Source: an optimization exercise on an open RTL-to-GDS flow (aim: small area, a short achievable clock period and few clock cycles per item). Production flows keep margins and buffers that such runs may drop. Only simulation tests tie the RTL to the original design; equivalence was not proved. No activity file was given, so power comes from the tool's default toggle rates.

==> flow/design.v, too long to show whole: its modules and the start of the top module <==
// module filter: 1583 lines
module filter
 #(parameter DWIDTH = 16,
   parameter DDWIDTH = 2*DWIDTH,
	parameter L = 160,
	parameter L_LOG = 8,
	parameter M = 147,
	parameter M_LOG = 8,
	parameter CWIDTH = 4*L,
	parameter J = 4,
	parameter J_LOG = 2)
  (input clk,
   input rst,
	output req_in,
	input ack_in,
	input signed [0:DWIDTH-1] data_in,
	output req_out,
	input ack_out,
	output signed [0:DWIDTH-1] data_out);
  // ...
==> flow/flow/run.sh <==
#!/bin/bash
# The standard layout (standard.sh), with these changes:
#  - synthesis skips the quick ABC pass inside Yosys's synth, so the adder
#    trees reach the full-adder extraction as written (same registers);
#  - timing repair aims below the clock period (larger setup margin).
set -euo pipefail
bash standard.sh SYNTH_ARGS=-noabc SETUP_SLACK_MARGIN=6.95 finish > standard_make.log 2>&1
==> flow/standard.sh <==
#!/bin/bash
# synth_recipe.tcl (not shown) runs the flow's synth.tcl, then flattens the netlist and writes it again
# the make line also repeats each setting of config.mk as NAME=value (left out here)
make -C /OpenROAD-flow-scripts/flow DESIGN_CONFIG=/design/flow/config.mk WORK_HOME=/design/flow/orfs CLKGATE_MAP_FILE= SYNTH_SCRIPT=/design/flow/synth_recipe.tcl "${@:-finish}"
==> flow/config.mk <==
export PLATFORM = sky130hd
export DESIGN_NAME = filter
export DESIGN_NICKNAME = filter
export VERILOG_FILES = /design/flow/design.v
export SDC_FILE = /design/flow/constraint.sdc
export NUM_CORES = 4
export LEC_CHECK = 0
export CAP_MARGIN = 20
export CORE_MARGIN = 2
export CORE_UTILIZATION = 40
export CTS_CLUSTER_DIAMETER = 100
export CTS_CLUSTER_SIZE = 25
export SLEW_MARGIN = 20
export SYNTH_MEMORY_MAX_BITS = 16384
==> flow/constraint.sdc <==
create_clock -name core_clock -period 10.0 [get_ports {clk}]
set_input_delay 2.0000 -clock core_clock [delete_from_list [all_inputs] [get_ports {clk}]]
set_output_delay 2.0000 -clock core_clock [all_outputs]
set_load 0.01 [all_outputs]
==> summary.txt, run 1 <==
Status
The flow ran to the end and the layout has no timing, DRC or antenna violations.

Yosys
The synthesized instance count is 2,629. After synthesis, the share of cell area in mux cells is 1.80%. The count of synthesis-stage warnings from yosys is 1.

Clock network
After clock tree synthesis, the repair step resized 130 gates. TritonCTS built the clock tree. The number of levels the H-tree was split into is 1.

The clock root buffer master is sky130_fd_sc_hd__clkbuf_16.

Placed design
The global placement routability congestion is 0.989. The number of I/O port buffers is 37.

Detailed routing
The first-pass iteration count of the detailed router is 8. Dividing the detail-routed wire length by the instance count gives 24.6 um. The vias after detailed routing is 20,248.

Worst setup path
The largest individual stage delay along the critical path comes from the cell sky130_fd_sc_hd__edfxtp_1. The critical-path maximum fanout is 1. The worst setup path is captured at an output port. The worst reg2reg path startpoint is cr[19]$_DFF_P_. The signal on the critical path passes through buf_2. The critical path class is reg2out.

The most critical setup path has its endpoint at data_out[4]. The launching element type of the critical path is a register. The data arrival at the endpoint of the critical path is 1.09 ns. The critical path required time is 8.00 ns.

GRT
The busiest layer in global routing is met2. For this run, global-route usage on met2 was measured as 37.2%. The first global-routing pass estimated 126,000 um of wire. The largest net degree at the start of global routing is 82. The global-route total usage across every layer is 24.1%.

Finish
After routing the design area is 27,700 um2. The repair_antennas step left the layout with diodes totalling 0. Counting the inverters off the clock network in the layout gives 54.

At the end of the flow, the number of nets in the layout was 2,828. The fraction of area in registers is 30.1%. Among all cell classes, the greatest summed area belongs to multi-input gates. The number of sequential storage elements is 371.

STA
At the pin with the least slew margin, the transition time is 1.07 ns. Setup violations remaining at the end of the flow were counted as 0. For the finished layout, the period the worst path requires is 3.09 ns. The max-slew violation count was 0.

Die
The standard-cell row count is 93.

Power
The design draws 8.39 mW. The share of total power dissipated in sequential elements is 30.5%.
Testbench counts, summed over its fixed seeds: cycles 10,280, items 5,120.
==> inputs of run 2 (changes only) <==
==> flow/flow/run.sh (replaced) <==
#!/bin/bash
# The standard layout (standard.sh), with these changes:
#  - synthesis skips the quick ABC pass inside Yosys's synth, so the adder
#    trees reach the full-adder extraction as written (same registers);
#  - timing repair aims below the clock period (larger setup margin).
set -euo pipefail
bash standard.sh SYNTH_ARGS=-noabc SETUP_SLACK_MARGIN=6.8 finish > standard_make.log 2>&1
==> summary.txt, run 2 <==
STA
The max-slew violation count is 0 (unchanged). The final setup TNS is 0 ns (unchanged). The slew at the pin with the worst max-slew slack is 1.04 ns (was 1.07 ns).

The worst max-slew margin expressed relative to the limit is 30.9% (was 28.5%). The maximum clock rate is 0.311 GHz (was 0.324 GHz). The final cycle utilization of the critical path is 32.1% (was 30.9%). The final count of negative-setup-slack endpoints came to 0 (unchanged). The final worst clock skew came to 0.0385 ns (was 0.0278 ns). Setup repair after global routing missed its margin: false (was true). The hold violation total from the final report was 0 (unchanged). The post-layout minimum cycle time is 3.21 ns (was 3.09 ns).

Power
The leakage component of the power is 10.1 nW (about the same). The switching power is 3.60 mW (was 3.57 mW). The worst ir drop on vdd is 0.195 mV (was 0.206 mV). The power density over the cells is 305 nW/um2 (was 303 nW/um2). The fraction of power consumed by combinational cells is 57.1% (was 57.5%). The internal power component is 4.84 mW (was 4.82 mW). The total power is 8.44 mW (was 8.39 mW). The sequential group share of total power is 30.2% (was 30.5%). The clock share of power was 12.7% (was 12.0%). The proportion of total power due to net switching is 42.6% (was 42.5%).

GRT
The global-route total usage across every layer is 23.8% (was 24.1%). The initial antenna violation count is 2 (unchanged). The remaining global-route overflow came to 0 (unchanged). The via count of the first global-routing pass is 20,070 (was 20,443). The largest net degree at the start of global routing is 75 (was 82). The wire length of the first global-routing pass is 124,000 um (was 126,000 um).

Finish
The layout cell share with drive strength beyond 1 is 9.11% (was 9.97%). The most common cell after layout, fill and taps aside is sky130_fd_sc_hd__dfxtp_1 (was sky130_fd_sc_hd__fa_1). The post-layout net count came to 2,821 (was 2,828).

The area overhead of the layout relative to synthesis was 6.19% (was 6.41%). The largest register by flop count is r1 (unchanged). Top library cells by usage in the layout, fill and taps aside: sky130_fd_sc_hd__dfxtp_1 (247), sky130_fd_sc_hd__fa_1 (246), sky130_fd_sc_hd__nand2_1 (227), sky130_fd_sc_hd__xnor2_1 (219), sky130_fd_sc_hd__a22oi_1 (215) (was sky130_fd_sc_hd__fa_1 (246), sky130_fd_sc_hd__dfxtp_1 (233), sky130_fd_sc_hd__nand2_1 (225), sky130_fd_sc_hd__xnor2_1 (219), sky130_fd_sc_hd__a22oi_1 (215)). Registers with the highest flip-flop counts: r1 (114), acc (31), cr (27) (unchanged). The flip-flop count of the largest register, all copies and words added is 114 (unchanged).

Detailed routing
The remaining antenna violation count after routing is 0 (unchanged). The number of design rule violations left after detail routing came to 0 (unchanged). The sum of routed wire length over all layers is 80,700 um (was 82,400 um). The vias after detailed routing is 20,132 (was 20,248). The detail-routed via count per cell is 6.01 (was 6.04). The detailed-route wire length per cell is 24.1 um (was 24.6 um). The first-pass iteration count of the detailed router is 9 (was 8). The violation count after the first detailed-route iteration was 2,360 (was 2,476).

Worst setup path
The launching element type of the critical path is a register (unchanged). The data arrival at the endpoint of the critical path is 3.64 ns (was 1.09 ns). The critical register-to-register path endpoint is r1[61]$_DFF_P_ (unchanged). The path depth of the worst reg2reg path is 6 (unchanged).

The setup slack on the worst flop-to-flop path is 6.79 ns (was 6.92 ns). The critical path required time is 10.43 ns (was 8.00 ns). The critical-path maximum fanout is 12 (was 1). The critical path class is reg2reg (was reg2out). The capturing element type of the critical path is a register (was output port).

The worst reg2reg path startpoint was tw0[6]$_DFF_P_ (was cr[19]$_DFF_P_).

Placed design
The half-perimeter wire length after placement is 56,400 um (was 57,200 um). The number of I/O port buffers was 37 (unchanged). The global placement routability congestion is 0.993 (was 0.989).

Yosys
The area share of the largest cell type after synthesis is 22.4% (unchanged). The number of different library cells in the post-synthesis netlist came to 82 (unchanged). The count of synthesis-stage warnings from yosys is 1 (unchanged). Leading cell types by count after synthesis: sky130_fd_sc_hd__dfxtp_1 (291), sky130_fd_sc_hd__fa_1 (246), sky130_fd_sc_hd__nand2_1 (227) (unchanged). The leading register cell type out of synthesis is sky130_fd_sc_hd__dfxtp_1 (unchanged). The sequential element share of the synthesized area is 31.6% (unchanged).

Ranking of synthesized cells by area: sky130_fd_sc_hd__dfxtp_1 (22%), sky130_fd_sc_hd__fa_1 (19%), sky130_fd_sc_hd__edfxtp_1 (9.2%), sky130_fd_sc_hd__xnor2_1 (7.4%), sky130_fd_sc_hd__a22oi_1 (6.2%) (unchanged). The library cell with the largest summed area after synthesis is sky130_fd_sc_hd__dfxtp_1 (unchanged). The synthesized cell area is 26,000 um2 (unchanged). The number of synthesized flops with an enable pin is 80 (unchanged). The async set-reset flop share out of synthesis is 0% (unchanged). The most used standard cell by instance count after synthesis is sky130_fd_sc_hd__dfxtp_1 (unchanged). The number of flip-flops and latches in the synthesized netlist came to 371 (unchanged).

The net count of the mapped netlist is 2,973 (unchanged). The mean instance size in the synthesized netlist is 9.90 um2 (unchanged). The synthesized instance count is 2,629 (unchanged).

Clock network
The number of sinks on the clock net is 371 (unchanged). The worst-skew pair later-pin latency came to 0.60 ns (was 0.57 ns). The number of levels the H-tree was split into is 1 (unchanged). The clock slew seen by the registers of the worst setup and hold paths is 0.10 ns (about the same).

The number of buffers on the longest clock path was 3 (unchanged). The clock root buffer master is sky130_fd_sc_hd__clkbuf_16 (unchanged). The clock tree from TritonCTS was done (unchanged). The count of hold-fix buffers inserted at cts is 0 (unchanged). The number of buffers created by CTS came to 23 (was 22).

Die
The vertical die dimension was 259 um (unchanged). The standard-cell row count is 93 (unchanged). The overall die width was 259 um (unchanged). The core outline area was 64,500 um2 (unchanged). The initial cell density of the core came to 40.4% (unchanged). The die outline area is 67,200 um2 (unchanged). The top-level I/O count is 38 (unchanged).

Flow run
The number of violations of the max-capacitance limit came to 0 (unchanged).

Hold path
The critical hold path startpoint is x1[8]$_DFF_P_ (was x1[6]$_DFF_P_). The class of the most critical hold timing path is reg2reg (unchanged). The destination of the worst hold path is x2[8]$_DFFE_PP_ (was x2[6]$_DFFE_PP_). The depth of the worst hold-timing path is 0 (unchanged).

Status
Result of the run: timing/DRC/antenna clean (unchanged).
==> run 2: cells by family (layout without fill, tap and decap cells) <==
logic type                 Yosys count  count (layout)  share of synthesized area, %
buffers and inverters              314             177                          4.83
and+or+nand+nor                    550             550                          9.82
xor gates and xnor gates           291             291                          9.79
other                                0               1                             0
DFF                                371             371                          31.6
muxes                               43              43                          1.80
AOI/OAI and AO/OA                  734             734                          19.4
adders and majority gates          326             326                          22.7
==> run 2: critical path, cell delays in order (launching register included) <==
cell	delay, ns
sky130_fd_sc_hd__dfxtp_1	0.70
sky130_fd_sc_hd__a22oi_1	0.17
sky130_fd_sc_hd__xor2_1	0.20
sky130_fd_sc_hd__fa_1	0.42
sky130_fd_sc_hd__fa_1	0.59
sky130_fd_sc_hd__fa_1	0.46
sky130_fd_sc_hd__fa_1	0.50
==> run 2: worst max path at each step <==
stage	slack, ns	start	cells after the start	endpoint
finish	6.79	tw0[6]$_DFF_P_	6	r1[61]$_DFF_P_
global route	6.80	a[3]$_SDFFE_PP0P_	8	cr[17]$_DFF_P_
CTS	6.74	req_in_r$_SDFFE_PP1P_	1	req_in
detailed placement	6.30	p[0]$_SDFFE_PP0P_	9	tw1[5]$_DFF_P_
global placement	6.31	ack_out	8	nfl[1]$_SDFF_PP0_
floorplan	6.80	ng1[1]$_DFF_P_	7	r1[65]$_DFF_P_
==> run 2: power groups by stage <==
stage	registers, mW	clock network [mW]	logic, mW
final	2.55	1.07	4.82
after detailed placement	2.56	0	4.82
after global routing	2.59	1.15	5.49
after CTS	2.53	1.10	4.85
after global placement	2.56	0	4.63
after floorplan	2.22	0	3.83
==> run 2: final cells by class <==
type	instances	area (um2)
repair buffers	83	683
fillers	6136	36800
diodes	1	2.50
well taps	855	1070
multi-input cells	1944	16600
flip-flops and latches	371	8310
clock buffers	28	616
inverters	54	214
clock inverters	12	174
==> run 2: stage by stage <==
step	setup slack (ns)	cell area, um2	cells	utilization (%)	hold WS (ns)
5_1_grt	6.80	27600	3347	42.9	0.441
6_report	6.79	27700	3348	42.9	0.435
3_3_place_gp	6.31	26700	3297	41.4	0.410
2_1_floorplan	6.80	26000	2629	-	0.374
4_1_cts	6.74	27600	3345	42.9	0.437
3_5_place_dp	6.30	26700	3297	41.4	0.412
==> run 2: timing repair <==
item	in CTS	in global routing
setup endpoints to repair	67	49
pin swaps	0	2
buffers inserted	8	2
gates resized for setup	95	37
cloned	0	0
==> run 2: routing by layer <==
metal / vias up / share of wire, % / track usage [%]
met5: - / 0 / 0
met4: 0 / 5.1 / 10.8
met3: 273 / 8.8 / 4.41
met2: 1098 / 44 / 36.5
met1: 9851 / 42 / 32.6
li1: 8910 / - / -
==> inputs of run 3 (changes only) <==
==> flow/flow/run.sh (replaced) <==
#!/bin/bash
# The standard layout (standard.sh), with these changes:
#  - synthesis skips the quick ABC pass inside Yosys's synth, so the adder
#    trees reach the full-adder extraction as written (same registers);
#  - timing repair aims below the clock period (larger setup margin).
set -euo pipefail
bash standard.sh SYNTH_ARGS=-noabc SETUP_SLACK_MARGIN=6.9 MATCH_CELL_FOOTPRINT=0 finish > standard_make.log 2>&1
==> summary.txt, run 3 <==
Yosys
Ranking of synthesized cells by area: sky130_fd_sc_hd__dfxtp_1 (22%), sky130_fd_sc_hd__fa_1 (19%), sky130_fd_sc_hd__edfxtp_1 (9.2%), sky130_fd_sc_hd__xnor2_1 (7.4%), sky130_fd_sc_hd__a22oi_1 (6.2%) (unchanged). The number of flip-flops and latches in the synthesized netlist is 371 (unchanged). Leading cell types by count after synthesis: sky130_fd_sc_hd__dfxtp_1 (291), sky130_fd_sc_hd__fa_1 (246), sky130_fd_sc_hd__nand2_1 (227) (unchanged). The mean instance size in the synthesized netlist is 9.90 um2 (unchanged). The net count of the mapped netlist was 2,973 (unchanged). The sequential element share of the synthesized area came to 31.6% (unchanged). The library cell with the largest summed area after synthesis was sky130_fd_sc_hd__dfxtp_1 (unchanged).

The synthesized cell area was 26,000 um2 (unchanged). The leading register cell type out of synthesis is sky130_fd_sc_hd__dfxtp_1 (unchanged). The area share of the largest cell type after synthesis is 22.4% (unchanged).

The async set-reset flop share out of synthesis was 0% (unchanged). The synthesized instance count came to 2,629 (unchanged). The number of synthesized flops with an enable pin is 80 (unchanged). The number of different library cells in the post-synthesis netlist is 82 (unchanged). The count of synthesis-stage warnings from yosys came to 1 (unchanged).

The most used standard cell by instance count after synthesis is sky130_fd_sc_hd__dfxtp_1 (unchanged).

STA
The maximum clock rate is 0.321 GHz (was 0.311 GHz). The final worst-path setup slack was 6.88 ns (was 6.79 ns). The final cycle utilization of the critical path is 31.2% (was 32.1%). The max-slew violation count is 0 (unchanged). The final count of negative-setup-slack endpoints is 0 (unchanged).

The final worst clock skew is 0.0234 ns (was 0.0385 ns). Setup repair after global routing missed its margin: true (was false). The post-layout minimum cycle time is 3.12 ns (was 3.21 ns). The worst max-slew margin expressed relative to the limit is 30.0% (was 30.9%).

The slew at the pin with the worst max-slew slack is 1.05 ns (was 1.04 ns). The hold violation total from the final report is 0 (unchanged). The final setup TNS is 0 ns (unchanged).

Clock network
The clock tree from TritonCTS is done (unchanged). The number of levels the H-tree was split into was 1 (unchanged). The clock slew seen by the registers of the worst setup and hold paths is 0.10 ns (about the same). The count of hold-fix buffers inserted at cts is 0 (unchanged). The number of buffers on the longest clock path came to 3 (unchanged). The worst-skew pair later-pin latency is 0.56 ns (was 0.60 ns). The number of sinks on the clock net was 371 (unchanged). The number of buffers created by CTS is 22 (was 23). The clock root buffer master is sky130_fd_sc_hd__clkbuf_16 (unchanged).

Detailed routing
The number of design rule violations left after detail routing is 0 (unchanged). The detail-routed via count per cell is 5.95 (was 6.01). The remaining antenna violation count after routing is 0 (unchanged). The first-pass iteration count of the detailed router is 8 (was 9). The violation count after the first detailed-route iteration was 2,342 (was 2,360). The sum of routed wire length over all layers is 80,600 um (was 80,700 um). The vias after detailed routing came to 19,942 (was 20,132). The detailed-route wire length per cell is 24.1 um (about the same).

Worst setup path
The critical-path maximum fanout came to 54 (was 12). The library cell appearing most often on the critical path was sky130_fd_sc_hd__o21ai_0 (was sky130_fd_sc_hd__fa_1). The data arrival at the endpoint of the critical path is 3.58 ns (was 3.64 ns). The start point of the critical path was a[0]$_SDFFE_PP0P_ (was tw0[6]$_DFF_P_). The critical path required time is 10.46 ns (was 10.43 ns). The critical path's largest stage delay was 0.61 ns (was 0.70 ns). The kind of cell adding the most delay to the critical path is compound AO/OA/AOI/OAI gates (was adder cells).

The worst reg2reg path startpoint is a[0]$_SDFFE_PP0P_ (was tw0[6]$_DFF_P_). The cell with the biggest individual delay on the critical path is sky130_fd_sc_hd__o21ai_0 (was sky130_fd_sc_hd__dfxtp_1). The number of buffer and inverter stages on the critical path is 2 (was 0). Cells traversed along the worst timing path: buf_4 -> buf_8 -> nand3_1 -> o21ai_0 -> mux2_2 -> o21ai_0 -> a221o_1 -> nand2_1 (was a22oi_1 -> xor2_1 -> fa_1 -> fa_1 -> fa_1 -> fa_1). The critical path class is reg2reg (unchanged).

The capturing element type of the critical path is a register (unchanged). The launching element type of the critical path is a register (unchanged).

GRT
The global-route met2 utilization came to 36.4% (was 36.5%). The met3 demand-to-capacity share in global routing was 4.38% (was 4.41%). The wire length of the first global-routing pass is 125,000 um (was 124,000 um). The initial antenna violation count is 2 (unchanged).

The via count of the first global-routing pass was 20,236 (was 20,070). The busiest layer in global routing is met2 (unchanged). The remaining global-route overflow is 0 (unchanged). The global-route total usage across every layer is 23.8% (about the same). The met1 track utilization from global routing is 32.8% (was 32.6%). The largest net degree at the start of global routing is 70 (was 75).

Power
The worst ir drop on vdd was 0.179 mV (was 0.195 mV). The sequential group share of total power came to 30.1% (was 30.2%). The switching power came to 3.60 mW (about the same). The clock share of power is 12.0% (was 12.7%). The power density over the cells is 305 nW/um2 (about the same). The proportion of total power due to net switching is 42.6% (about the same). The fraction of power consumed by combinational cells was 57.9% (was 57.1%). The total power is 8.44 mW (about the same). The leakage component of the power came to 10.1 nW (about the same). The internal power component came to 4.84 mW (about the same).

Finish
The largest register by flop count is r1 (unchanged). Registers with the highest flip-flop counts: r1 (114), acc (31), cr (27) (unchanged). The flip-flop count of the largest register, all copies and words added is 114 (unchanged). The most common cell after layout, fill and taps aside is sky130_fd_sc_hd__fa_1 (was sky130_fd_sc_hd__dfxtp_1). The layout cell share with drive strength beyond 1 is 9.50% (was 9.11%). The post-layout net count came to 2,826 (was 2,821). The area overhead of the layout relative to synthesis is 6.32% (was 6.19%). Top library cells by usage in the layout, fill and taps aside: sky130_fd_sc_hd__fa_1 (246), sky130_fd_sc_hd__dfxtp_1 (242), sky130_fd_sc_hd__nand2_1 (226), sky130_fd_sc_hd__xnor2_1 (219), sky130_fd_sc_hd__a22oi_1 (215) (was sky130_fd_sc_hd__dfxtp_1 (247), sky130_fd_sc_hd__fa_1 (246), sky130_fd_sc_hd__nand2_1 (227), sky130_fd_sc_hd__xnor2_1 (219), sky130_fd_sc_hd__a22oi_1 (215)).

Placed design
The number of I/O port buffers came to 37 (unchanged). The half-perimeter wire length after placement is 56,400 um (about the same). The worst setup slack after placement is 6.28 ns (was 6.30 ns). The global placement routability congestion is 0.997 (was 0.993).

Die
The standard-cell row count was 93 (unchanged). The die outline area is 67,200 um2 (unchanged). The core outline area is 64,500 um2 (unchanged). The overall die width is 259 um (unchanged). The top-level I/O count is 38 (unchanged).

The vertical die dimension is 259 um (unchanged). The initial cell density of the core is 40.4% (unchanged).

Hold path
The class of the most critical hold timing path is reg2reg (unchanged). The critical hold path startpoint is ng0[7]$_DFF_P_ (was x1[8]$_DFF_P_).

Flow run
The number of violations of the max-capacitance limit is 0 (unchanged).

Status
Result of the run: timing/DRC/antenna clean (unchanged).
run 3: final cells by class:
cell class	instances	area, um2
Antenna cell	1	2.50
Tap cell	855	1070
Inverter	54	214
Fill cell	6211	36800
Timing Repair Buffer	89	746
Clock inverter	9	134
Sequential cell	371	8320
Multi-Input combinational cell	1944	16600
Clock buffer	29	598
run 3: worst paths after layout:
check                                        to  cells past startpoint  slack [ns]
worst max-delay path             cr[10]$_DFF_P_                      8        6.88
worst min-delay path            r1[107]$_DFF_P_                      0        0.43
worst max register to register   cr[10]$_DFF_P_                      8        6.88
worst min register to register  r1[107]$_DFF_P_                      0        0.43
run 3: logic make-up after synthesis:
family | synth area share [%]
buffers and inverters | 4.83
xor gates and xnor gates | 9.79
muxes | 1.80
AOI/OAI and AO/OA | 19.4
DFF | 31.6
adders and majority gates | 22.7
and+or+nand+nor | 9.82
run 3: routing by layer:
layer | up-vias | wire [um] | part of all wire, %
met3 | 234 | 6990 | 8.7
met1 | 9770 | 34300 | 42
met2 | 1038 | 35700 | 44
li1 | 8898 | - | -
met5 | - | 9 | 0.011
met4 | 2 | 3690 | 4.6
run 3: per-stage QoR:
stage	util [%]	hold WS (ns)	instances	cell area, um2
after floorplan	-	0.374	2629	26000
after global placement	41.5	0.409	3299	26700
after CTS	42.7	0.434	3348	27600
after global routing	42.9	0.443	3351	27700
final	42.9	0.426	3352	27700
after detailed placement	41.5	0.414	3299	26700
run 3: power by group through the flow:
stage | logic, mW | registers (mW) | clock network, mW
after floorplan | 3.83 | 2.22 | 0
after global placement | 4.63 | 2.55 | 0
after detailed placement | 4.88 | 2.55 | 0
after CTS | 4.90 | 2.52 | 1.05
after global routing | 5.56 | 2.59 | 1.10
final | 4.89 | 2.54 | 1.01
run 3: what timing repair did:
item	4_1_cts	5_1_grt
pin swaps	1	0
gates resized for setup	82	34
setup endpoints to repair	86	69
endpoints found under the hold margin	0	0
setup buffers	11	2
==> inputs of run 4 (changes only) <==
==> flow/flow/run.sh (replaced) <==
#!/bin/bash
# The standard layout (standard.sh), with these changes:
#  - synthesis skips the quick ABC pass inside Yosys's synth, so the adder
#    trees reach the full-adder extraction as written (same registers);
#  - timing repair aims below the clock period (larger setup margin).
set -euo pipefail
bash standard.sh SYNTH_ARGS=-noabc SETUP_SLACK_MARGIN=6.9 finish > standard_make.log 2>&1
==> summary.txt, run 4 <==
Status
Result of the run: timing/DRC/antenna clean (unchanged).

Yosys
The synthesized-area fraction occupied by adder cells is 22.7% (unchanged). The combinational family with the most area after synthesis is adder cells (unchanged). The count of synthesis-stage warnings from yosys came to 1 (unchanged).

The number of different library cells in the post-synthesis netlist is 82 (unchanged). The most used standard cell by instance count after synthesis was sky130_fd_sc_hd__dfxtp_1 (unchanged). The number of synthesized flops with an enable pin is 80 (unchanged). The synthesized instance count came to 2,629 (unchanged). The area share of the largest cell type after synthesis was 22.4% (unchanged). The synthesized cell area is 26,000 um2 (unchanged).

Leading cell types by count after synthesis: sky130_fd_sc_hd__dfxtp_1 (291), sky130_fd_sc_hd__fa_1 (246), sky130_fd_sc_hd__nand2_1 (227) (unchanged). The library cell with the largest summed area after synthesis is sky130_fd_sc_hd__dfxtp_1 (unchanged). The mux share of post-synthesis cell area is 1.80% (unchanged). Ranking of synthesized cells by area: sky130_fd_sc_hd__dfxtp_1 (22%), sky130_fd_sc_hd__fa_1 (19%), sky130_fd_sc_hd__edfxtp_1 (9.2%), sky130_fd_sc_hd__xnor2_1 (7.4%), sky130_fd_sc_hd__a22oi_1 (6.2%) (unchanged). The XOR/XNOR share of the synthesized area is 9.79% (unchanged). The net count of the mapped netlist was 2,973 (unchanged). The sequential element share of the synthesized area is 31.6% (unchanged).

The number of flip-flops and latches in the synthesized netlist came to 371 (unchanged). The leading register cell type out of synthesis is sky130_fd_sc_hd__dfxtp_1 (unchanged). The share of synthesized cell area in and, or, nand and nor gates is 9.82% (unchanged).

The mean instance size in the synthesized netlist is 9.90 um2 (unchanged). The async set-reset flop share out of synthesis is 0% (unchanged). The share of the synthesized area in compound gates (AO/OA/AOI/OAI) is 19.4% (unchanged).

Placed design
The half-perimeter wire length after placement came to 56,700 um (was 56,400 um). The standard cell area after detailed placement is 26,700 um2 (about the same). The number of I/O port buffers is 37 (unchanged). The total instance count after detailed placement is 3,300 (was 3,299). The global placement routability congestion is 0.976 (was 0.997).

Die
The top-level I/O count is 38 (unchanged). The vertical die dimension is 259 um (unchanged). The standard-cell row count came to 93 (unchanged).

The initial cell density of the core is 40.4% (unchanged). The core outline area is 64,500 um2 (unchanged). The overall die width is 259 um (unchanged). The die outline area is 67,200 um2 (unchanged).

Finish
The post-layout net count came to 2,823 (was 2,826). The flip-flop count of the largest register, all copies and words added is 114 (unchanged). The final standard cell area without fillers is 27,600 um2 (was 27,700 um2). Top library cells by usage in the layout, fill and taps aside: sky130_fd_sc_hd__fa_1 (246), sky130_fd_sc_hd__dfxtp_1 (237), sky130_fd_sc_hd__nand2_1 (226), sky130_fd_sc_hd__xnor2_1 (219), sky130_fd_sc_hd__a22oi_1 (214) (was sky130_fd_sc_hd__fa_1 (246), sky130_fd_sc_hd__dfxtp_1 (242), sky130_fd_sc_hd__nand2_1 (226), sky130_fd_sc_hd__xnor2_1 (219), sky130_fd_sc_hd__a22oi_1 (215)). The number of inserted diodes was 0 (was 1).

Registers with the highest flip-flop counts: r1 (114), acc (31), cr (27) (unchanged). The final non-filler cell total was 3,347 (was 3,352). The largest register by flop count is r1 (unchanged).

The filler cell count came to 6,245 (was 6,211). The most common cell after layout, fill and taps aside is sky130_fd_sc_hd__fa_1 (unchanged). The layout cell share with drive strength beyond 1 came to 9.71% (was 9.50%).

The area overhead of the layout relative to synthesis is 6.17% (was 6.32%). The utilization after layout is 42.9% (about the same).

Power
The power density over the cells came to 303 nW/um2 (was 305 nW/um2). The proportion of total power due to net switching came to 42.6% (about the same). The worst ir drop on vdd is 0.163 mV (was 0.179 mV).

The leakage component of the power is 10.1 nW (about the same). The fraction of power consumed by combinational cells came to 57.9% (about the same). The internal power component is 4.80 mW (was 4.84 mW). The switching power is 3.57 mW (was 3.60 mW). The sequential group share of total power is 30.6% (was 30.1%). The clock share of power was 11.5% (was 12.0%).

Worst setup path
The cell with the biggest individual delay on the critical path was sky130_fd_sc_hd__edfxtp_1 (was sky130_fd_sc_hd__o21ai_0). The critical path class was reg2out (was reg2reg). The critical path required time is 8.00 ns (was 10.46 ns). The critical-path maximum fanout was 1 (was 54).

The number of buffer and inverter stages on the critical path is 1 (was 2). The data arrival at the endpoint of the critical path is 1.08 ns (was 3.58 ns). Cells traversed along the worst timing path: buf_2 (was buf_4 -> buf_8 -> nand3_1 -> o21ai_0 -> mux2_2 -> o21ai_0 -> a221o_1 -> nand2_1). The launching element type of the critical path is a register (unchanged). The kind of cell adding the most delay to the critical path is flip-flops (was compound AO/OA/AOI/OAI gates). The critical path's largest stage delay is 0.37 ns (was 0.61 ns).

The capturing element type of the critical path is an output port (was register).

STA
The maximum clock rate is 0.325 GHz (was 0.321 GHz). The final count of negative-setup-slack endpoints is 0 (unchanged). The post-layout minimum cycle time is 3.08 ns (was 3.12 ns). The max-slew violation count is 0 (unchanged).

The final setup TNS is 0 ns (unchanged). The worst max-slew margin expressed relative to the limit came to 37.3% (was 30.0%). The slew at the pin with the worst max-slew slack is 0.938 ns (was 1.05 ns). The hold violation total from the final report was 0 (unchanged). The final worst clock skew came to 0.0247 ns (was 0.0234 ns).

The final cycle utilization of the critical path is 30.8% (was 31.2%). Setup repair after global routing missed its margin: true (unchanged).

Clock network
The number of levels the H-tree was split into is 1 (unchanged). The number of buffers created by CTS was 21 (was 22). The clock tree from TritonCTS is done (unchanged). The count of hold-fix buffers inserted at cts was 0 (unchanged). The worst-skew pair later-pin latency is 0.57 ns (was 0.56 ns). The clock slew seen by the registers of the worst setup and hold paths was 0.10 ns (about the same). The number of sinks on the clock net came to 371 (unchanged). The number of buffers on the longest clock path is 3 (unchanged).

The clock root buffer master is sky130_fd_sc_hd__clkbuf_16 (unchanged).

GRT
The global-route total usage across every layer is 23.9% (was 23.8%). The wire length of the first global-routing pass is 125,000 um (about the same). The via count of the first global-routing pass is 20,308 (was 20,236). The largest net degree at the start of global routing came to 65 (was 70).

The remaining global-route overflow is 0 (unchanged). The initial antenna violation count was 0 (was 2).

Detailed routing
The number of design rule violations left after detail routing is 0 (unchanged). The vias after detailed routing is 20,174 (was 19,942). The detail-routed via count per cell was 6.03 (was 5.95). The first-pass iteration count of the detailed router is 6 (was 8). The sum of routed wire length over all layers came to 81,200 um (was 80,600 um). The violation count after the first detailed-route iteration is 2,384 (was 2,342). The detailed-route wire length per cell is 24.3 um (was 24.1 um). The remaining antenna violation count after routing was 0 (unchanged).

Flow run
The number of violations of the max-capacitance limit is 0 (unchanged).

Hold path
The class of the most critical hold timing path is reg2reg (unchanged).
==> run 4: per-layer routing <==
layer / vias to the layer above / routed length (um) / global-route usage, %
met4: 0 / 3790 / 10.1
met1: 9889 / 34700 / 32.5
met3: 247 / 7370 / 5.09
met2: 1124 / 35300 / 36.8
met5: - / 0 / 0
li1: 8914 / - / -
==> run 4: repair_timing <==
item | in CTS | in global routing
pin swaps | 2 | 0
setup endpoints to repair | 114 | 52
gates cloned | 0 | 1
gates resized for setup | 124 | 46
buffers inserted | 9 | 1
==> run 4: worst paths after layout <==
check / cells past startpoint / slack, ns / start / to
worst min-delay path: 0 / 0.44 / x1[5]$_DFF_P_ / x2[5]$_DFFE_PP_
worst max register to register: 8 / 6.94 / a[5]$_SDFFE_PP0P_ / cr[10]$_DFF_P_
worst min register to register: 0 / 0.44 / x1[5]$_DFF_P_ / x2[5]$_DFFE_PP_
worst max-delay path: 1 / 6.92 / dout[3]$_DFFE_PP_ / data_out[12]
==> run 4: cell type report <==
type	count	area, um2	area share (%)
multi-input cells	1945	16600	60.2
flip-flops and latches	371	8350	30.2
well taps	855	1070	3.87
repair buffers	86	704	2.55
clock buffers	30	569	2.06
inverters	54	223	0.806
clock inverters	6	103	0.371
==> run 4: power by group through the flow <==
stage               logic [mW]  registers [mW]  clock network (mW)
floorplan                 3.83            2.22                   0
global placement          4.65            2.56                   0
detailed placement        4.83            2.57                   0
CTS                       4.86            2.54               0.999
global route              5.56            2.60                1.05
finish                    4.85            2.56               0.965
==> run 4: cells by family after synthesis <==
family,count (synthesis)
muxes,43
and+or+nand+nor,550
AOI/OAI and AO/OA,734
xor gates and xnor gates,291
adders and majority gates,326
DFF,371
buffers and inverters,314
==> run 4: through the flow <==
step,setup slack [ns],hold WS [ns],total power [mW]
floorplan,6.94,0.374,6.05
global placement,6.13,0.411,7.21
detailed placement,6.00,0.416,7.39
CTS,6.77,0.439,8.40
global route,6.83,0.450,9.21
finish,6.92,0.435,8.37

-- port drivers added, routing unchanged --
In the flow no input, the clock included, has a driving cell. The finished layouts below were timed again as built, in two steps.
Step 1: set_driving_cell puts a clkbuf_16 on clk and a buf_2 on each other input, an assumption about the parent block.
Step 2, shift: input delay + t, output delay - t, t = (earliest + latest rising clock arrival at the registers) / 2. This alone moves slack from input paths to output paths.
Slacks: ideal / step 1 / step 2; pairs: ideal / step 1.
run	t (ns)	setup WS [ns]	cell pins on the clock port's net
run 1	0.619	6.910 / 6.848 / 6.440	1
run 2	0.639	6.789 / 6.789 / 6.401	1
run 3	0.621	6.881 / 6.836 / 6.407	1
run 4	0.615	6.925 / 6.863 / 6.421	1
After both steps every run listed still meets setup and hold. The setup slack of run 4, which loses most, moves by -0.062 ns with the drivers and by -0.504 ns with both steps.
